Source: an optimization exercise on an open RTL-to-GDS flow (aim: small area). Production flows keep margins and buffers that such runs may drop. Only simulation tests tie the RTL to the original design; equivalence was not proved. No activity file was given, so power comes from the tool's default toggle rates.

`flow/run.sh`:
```
#!/bin/bash
# synth_recipe.tcl (not shown) runs the flow's synth.tcl, then flattens the netlist and writes it again
# the make line also repeats each setting of config.mk as NAME=value (left out here)
make -C /OpenROAD-flow-scripts/flow DESIGN_CONFIG=/design/flow/config.mk WORK_HOME=/design/flow/orfs CLKGATE_MAP_FILE= SYNTH_SCRIPT=/design/flow/synth_recipe.tcl finish
```
`flow/design.v`:
```
module Scrambler(input clk, input rst, input en, input bit_in, output scramb_bit);
	reg [6:0] state;
	wire feedback;
	assign feedback = (state[6] ^ state[3]);
	assign scramb_bit =  (bit_in ^ feedback);
	always @(posedge clk)
	begin
		if (rst == 1'b1) 
			state <=  7'b1010000;   
		else if (en)
			state <= {state[5], state[4],state[3], state[2], state[1], state[0], feedback};
	end
endmodule
module encoder(input clk, input rst, input en, input in_bit, output [1:0] x_encoded);
reg [5:0] state;
    assign x_encoded[1] = in_bit ^ state[0] ^ state[1] ^ state[2] ^ state[5];
    assign x_encoded[0] = in_bit ^ state[1] ^ state[2] ^ state[4] ^ state[5];
always @ (posedge clk, negedge rst) begin
	if(~rst) begin
		state <= 6'd0;
	end
	else if (en) begin
			state[5:1] <= state[4:0];
			state[0] <= in_bit;
		end
	end
endmodule
module Interleaver(Input, Reset, Clock, Output);
    input wire Input;
    input wire Reset;
    input wire Clock;
    output reg Output;
    parameter N_CBPS = 48;
    parameter N_COLS = 16;
    parameter N_ROWS = N_CBPS / 16;
    reg [3:0] j_col_IN;  
    reg [1:0] i_row_IN;  
    reg [47:0] MEM_IN;   
    reg [3:0] j_col_OUT;
    reg [1:0] i_row_OUT;
    reg [47:0] MEM_OUT;  
    reg [7:0] counter;
    always @(posedge Clock, posedge Reset)
    begin
        if (Reset)
        begin     
            j_col_IN <= 4'b0000;
            i_row_IN <= 2'b00;
            MEM_IN <= 48'd0;
            j_col_OUT <= 4'b0000;
            i_row_OUT <= 2'b00;
            MEM_OUT <= 48'd0;
            counter <= 8'h01;
        end
        else
        begin
            counter <= counter + 8'h01;
            if (counter == N_CBPS)
            begin
                MEM_OUT <= MEM_IN;
                j_col_IN <= 4'b0000;
                i_row_IN <= 2'b00;
                j_col_OUT <= 4'b0000;
                i_row_OUT <= 2'b00;
                counter <= 8'h01;
                MEM_OUT[{i_row_IN, j_col_IN}] <= Input;
            end
            else
            begin
                MEM_IN[{i_row_IN, j_col_IN}] <= Input;
                j_col_IN <= j_col_IN + 4'b0001;
                if (j_col_IN == 4'b1111)
                    i_row_IN <= i_row_IN + 2'b01;
                i_row_OUT <= i_row_OUT + 2'b01;
                if (i_row_OUT + 2'b01 == N_ROWS)
                begin
                    j_col_OUT <= j_col_OUT + 4'b0001;
                    i_row_OUT <= 2'b00;
                end 
            end
        end
    end
    always @(posedge Clock, posedge Reset)
    begin
        if (Reset)
            Output <= 1'b0;
        else
            Output <= MEM_OUT[{i_row_OUT, j_col_OUT}];
    end
endmodule
module wifi_tx (
    input  wire clk,
    input  wire rst,         
    input  wire data_in,     
    output wire in_ready,
    output wire tx_bit
);
    reg phase;               
    reg held_bit;            
    wire scramb_bit;
    wire [1:0] coded;
    always @(posedge clk, posedge rst) begin
        if (rst) begin
            phase    <= 1'b0;
            held_bit <= 1'b0;
        end else begin
            phase <= ~phase;
            if (!phase)
                held_bit <= coded[1];
        end
    end
    assign in_ready = ~phase;
    Scrambler u_scr (
        .clk(clk), .rst(rst), .en(~phase),
        .bit_in(data_in), .scramb_bit(scramb_bit)
    );
    encoder u_enc (
        .clk(clk), .rst(~rst), .en(~phase),
        .in_bit(scramb_bit), .x_encoded(coded)
    );
    Interleaver u_int (
        .Input(phase ? held_bit : coded[0]),
        .Reset(rst),
        .Clock(clk),
        .Output(tx_bit)
    );
endmodule
```
`flow/config.mk`:
```
export PLATFORM = sky130hd
export DESIGN_NAME = wifi_tx
export DESIGN_NICKNAME = wifi_tx
export VERILOG_FILES = /design/flow/design.v
export SDC_FILE = /design/flow/constraint.sdc
export NUM_CORES = 4
export LEC_CHECK = 0
export CAP_MARGIN = 20
export CORE_MARGIN = 2
export CORE_UTILIZATION = 40
export SLEW_MARGIN = 20
```
`flow/constraint.sdc`:
```
create_clock -name core_clock -period 5.0 [get_ports {clk}]
set_input_delay 1.0000 -clock core_clock [delete_from_list [all_inputs] [get_ports {clk}]]
set_output_delay 1.0000 -clock core_clock [all_outputs]
set_load 0.01 [all_outputs]
```
==> run notes <==
layer usage:
| metal | wire length, um | GRT usage |
|---|---|---|
| met2 | 8000 | 0.299 |
| met1 | 7680 | 0.277 |
| met3 | 805 | 0.0465 |
| met5 | 0 | 0 |
| met4 | 313 | 0.0620 |
final timing paths:
check,start,endpoint,slack [ns],depth (start not counted)
max,u_int.j_col_IN[0]$_DFF_PP0_,u_int.MEM_OUT[6]$_DFFE_PP0P_,1.44,8
min,u_scr.state[0]$_SDFFE_PP0N_,u_scr.state[0]$_SDFFE_PP0N_,0.47,2
max reg2reg,u_int.j_col_IN[0]$_DFF_PP0_,u_int.MEM_OUT[6]$_DFFE_PP0P_,1.44,8
min reg2reg,u_scr.state[0]$_SDFFE_PP0N_,u_scr.state[0]$_SDFFE_PP0N_,0.47,2
max in group asynchronous,rst,u_int.j_col_OUT[2]$_DFFE_PP0P_,2.89,3
min in group asynchronous,rst,u_int.MEM_IN[10]$_DFFE_PP0N_,1.30,2
state kept, by name (all words and copies together), names as in the netlist, 2 cells and up:
name and cells:
u_int.MEM_IN 48, u_int.MEM_OUT 48, u_int.counter 8, u_scr.state 7
u_enc.state 6, u_int.j_col_IN 4, u_int.j_col_OUT 4, u_int.i_row_IN 2
u_int.i_row_OUT 2
cells in the final DEF (no fill, tap or decap), types with 3 or more instances in the layout:
cell | Yosys | layout
nand2_1 | 89 | 89
nor2_1 | 63 | 63
clkinvlp_4 | 0 | 3
nor3_1 | 15 | 15
mux2i_1 | 14 | 14
o221ai_1 | 3 | 3
nand3_1 | 19 | 18
dfxtp_1 | 7 | 7
mux2_2 | 16 | 16
nor2b_1 | 5 | 5
and2_1 | 12 | 12
a22o_1 | 25 | 25
dfrtp_1 | 124 | 124
mux4_2 | 13 | 13
a21oi_1 | 14 | 14
clkinv_2 | 0 | 4
nor3b_1 | 5 | 5
o31ai_1 | 7 | 7
o21a_1 | 5 | 5
a22oi_1 | 17 | 17
nand4_1 | 6 | 6
a21o_1 | 3 | 3
a211oi_1 | 5 | 5
clkbuf_8 | 0 | 3
inv_1 | 13 | 12
clkbuf_16 | 0 | 17
o21ai_0 | 56 | 56
o211ai_1 | 4 | 4
a221oi_1 | 9 | 9
and3_1 | 6 | 5
xor2_1 | 7 | 7
a31oi_1 | 10 | 10
a21oi_2 | 3 | 3
clkdlybuf4s50_1 | 0 | 4
xnor2_1 | 8 | 8
o41ai_1 | 8 | 8
ha_1 | 9 | 9
buf_4 | 4 | 7
area by class of cell:
| type | instances | area (um^2) | share of cell area |
|---|---|---|---|
| Tap cell | 220 | 275 | 0.0363 |
| Sequential cell | 132 | 3270 | 0.431 |
| Clock inverter | 12 | 129 | 0.0170 |
| Timing Repair Buffer | 12 | 113 | 0.0149 |
| Clock buffer | 20 | 467 | 0.0616 |
| Multi-Input combinational cell | 488 | 3270 | 0.432 |
| Inverter | 14 | 55.1 | 0.00726 |
stage by stage:
stage	util	total power, W
5_1_grt	0.455	0.00371
3_5_place_dp	0.420	0.00227
2_1_floorplan	-	0.00208
6_report	0.455	0.00352
4_1_cts	0.455	0.00353
3_3_place_gp	0.420	0.00223
logic make-up (layout without fill, tap and decap cells):
family	Yosys count	after routing	share of synthesized area
DFF	132	132	0.477
xor gates and xnor gates	18	18	0.0294
AOI/OAI and AO/OA	181	181	0.182
buffers and inverters	70	58	0.0464
and+or+nand+nor	237	237	0.159
muxes	43	43	0.0895
adders and majority gates	9	9	0.0164
critical path: stages (launching register included):
cell and delay, ns:
dfrtp_1 0.65, inv_1 0.24, ha_1 0.48, nor3b_1 0.56, nand2_1 0.31, and3_1 0.28, and2_1 0.44, a221oi_1 0.37
nor2_1 0.09
power by group:
part | internal [W] | switching (W) | leakage (nW)
Combinational | 0.000337 | 0.000256 | 1.32
Clock | 0.000772 | 0.000481 | 0.288
Sequential | 0.00144 | 0.000232 | 1.55
==> run notes <==
- Post-synth top area cell: dfrtp_1
- Hold crit path type: reg -> reg
- Mapped Cells: 690
- Setup violators final: 0
- Pwr Density: roughly 460 nW/um^2
- Fmax: about 0.28 GHz
- Pin count of the biggest net entering global routing: 73
- Cell area after layout: between 7000 and 8000 um^2
- Synth area leaders: dfrtp_1 (45%), nand2_1 (4.9%), mux4_2 (4.3%), o21ai_0 (4.1%), nor2_1 (3.5%)
- Yosys warning total: 4
- Diodes inserted: 0
- Sequential share of the synthesized area: 0.477
- Worst VDD drop: between 0.0003 and 0.0004 V
- Post-CTS setup buffer count: 0
- Period utilisation layout: 0.712
- Clock tree buffer depth: 2
- Detailed Place HPWL: 10.8 mm
- Syn_nets: 702
- Gr usage total: 0.196
- Share of layout cells above drive strength 1: 0.121
- Dpl ws: between 1.5 and 2 ns
- Tmin final: approximately 3.6 ns
- Slew of the pin with the lowest slew margin: 0.956 ns
- Clk_skew: just under 0.008 ns
- Site Rows: 47
- Setup_tns: 0 ns
- TritonCTS clock tree: built
- Avg Inst Size Synth: just under 10 um^2
- CORE AREA: 16600 um^2
- Leading cell type by number of instances after synthesis: dfrtp_1
- DIE HEIGHT: 135 um
- WL final: 16.8 mm
- Leak pwr: 3.16 nW
- Number of routed nets with antenna violations: 0
- CP Class: reg -> reg
- Startpoint types: flip-flop
- Root buf cell: clkbuf_16
- Port Buf Inserts: 4
- Synth unique cells: 65
- Num Clock Sinks: 132
- Worst-Skew Late Latency: 0.42 ns
- TritonCTS Buffers: 17
- Clock transition at path regs: around 0.06 ns
- Async S/R FF share, synth: 0.947
- Worst EP required: ~5.3 ns
- Die W: between 100 and 150 um
- Vias per Instance: 5.85
- Finished Layout Cells: 898
- Endpoint class of the critical path: flip-flop
- PostCTS Resize Cnt: 0
- Placed Instances: just under 900
- Routed length per instance: ~19 um
- Outcome: complete, no violations
- DRT Pass-1 Iters: 5
- Top_reg_cell synth: dfrtp_1
- #FFs+latches synth: between 100 and 150
- Worst hold slack: 0.468 ns
- Top-area cell type share of the netlist area: 0.453
- Fin. max-slew vios: 0
- FILL cells: between 1500 and 2000
- Initial Util: 0.412
- Mapped Area: roughly 6900 um^2
- Slew HR: 0.363
- Final net count: between 600 and 700
- First-pass GRT wire length: 27.6 mm
- Initial antenna violation count: 0
- Htree depth: 4
- RSZ-0062 raised after global routing: no
- Max_cap viols: 0
- Data arrival time of the critical path: 3.86 ns
- Iteration-0 DRC Markers: 554
- Largest fanout on the critical path: 23
- Remaining DRCs: 0
- DR vias: between 5000 and 6000
- Final Hold Viols: 0
- Post-Place Cell Area: ~7000 um^2
- Grt total ovfl: 0
- Die ar.: around 18000 um^2
- # IOs: 5
- GPL Wtd Cong: approximately 0.85
- Post-CTS Hold Buffers: 0
- Vias in the first global route: a little over 5000
- Post-route worst setup slack: around 1.4 ns
- Number of synthesized flops with an enable pin: 0
- Synth-to-Final Area Change: 10.6%
- List of most frequent post-synthesis cells: dfrtp_1 (124), nand2_1 (89), nor2_1 (63), o21ai_0 (56), clkbuf_1 (38)

-- port drivers added, routing unchanged --
The results above use ideal ports. As a check the final layout listed here was re-extracted and re-timed, cells and wires unchanged.
Step 1: set_driving_cell puts a clkbuf_16 on clk and a buf_2 on each other input, an assumption about the parent block.
Step 2, shift: input delay + t, output delay - t, t = (earliest + latest rising clock arrival at the registers) / 2. This alone moves slack from input paths to output paths.
Slacks: ideal ports / drivers / drivers and shift; pairs: ideal ports / drivers.
t (ns): 0.461
setup WS [ns]: 1.442 / 1.442 / 1.438
hold WS [ns]: 0.468 / 0.468 / 0.468
worst setup path at the end: input to register
pins driven straight from the clock port: 1
After both steps this run still meets setup and hold. For this run, drivers alone change the setup slack by 0.000 ns; drivers and shift together by -0.004 ns.
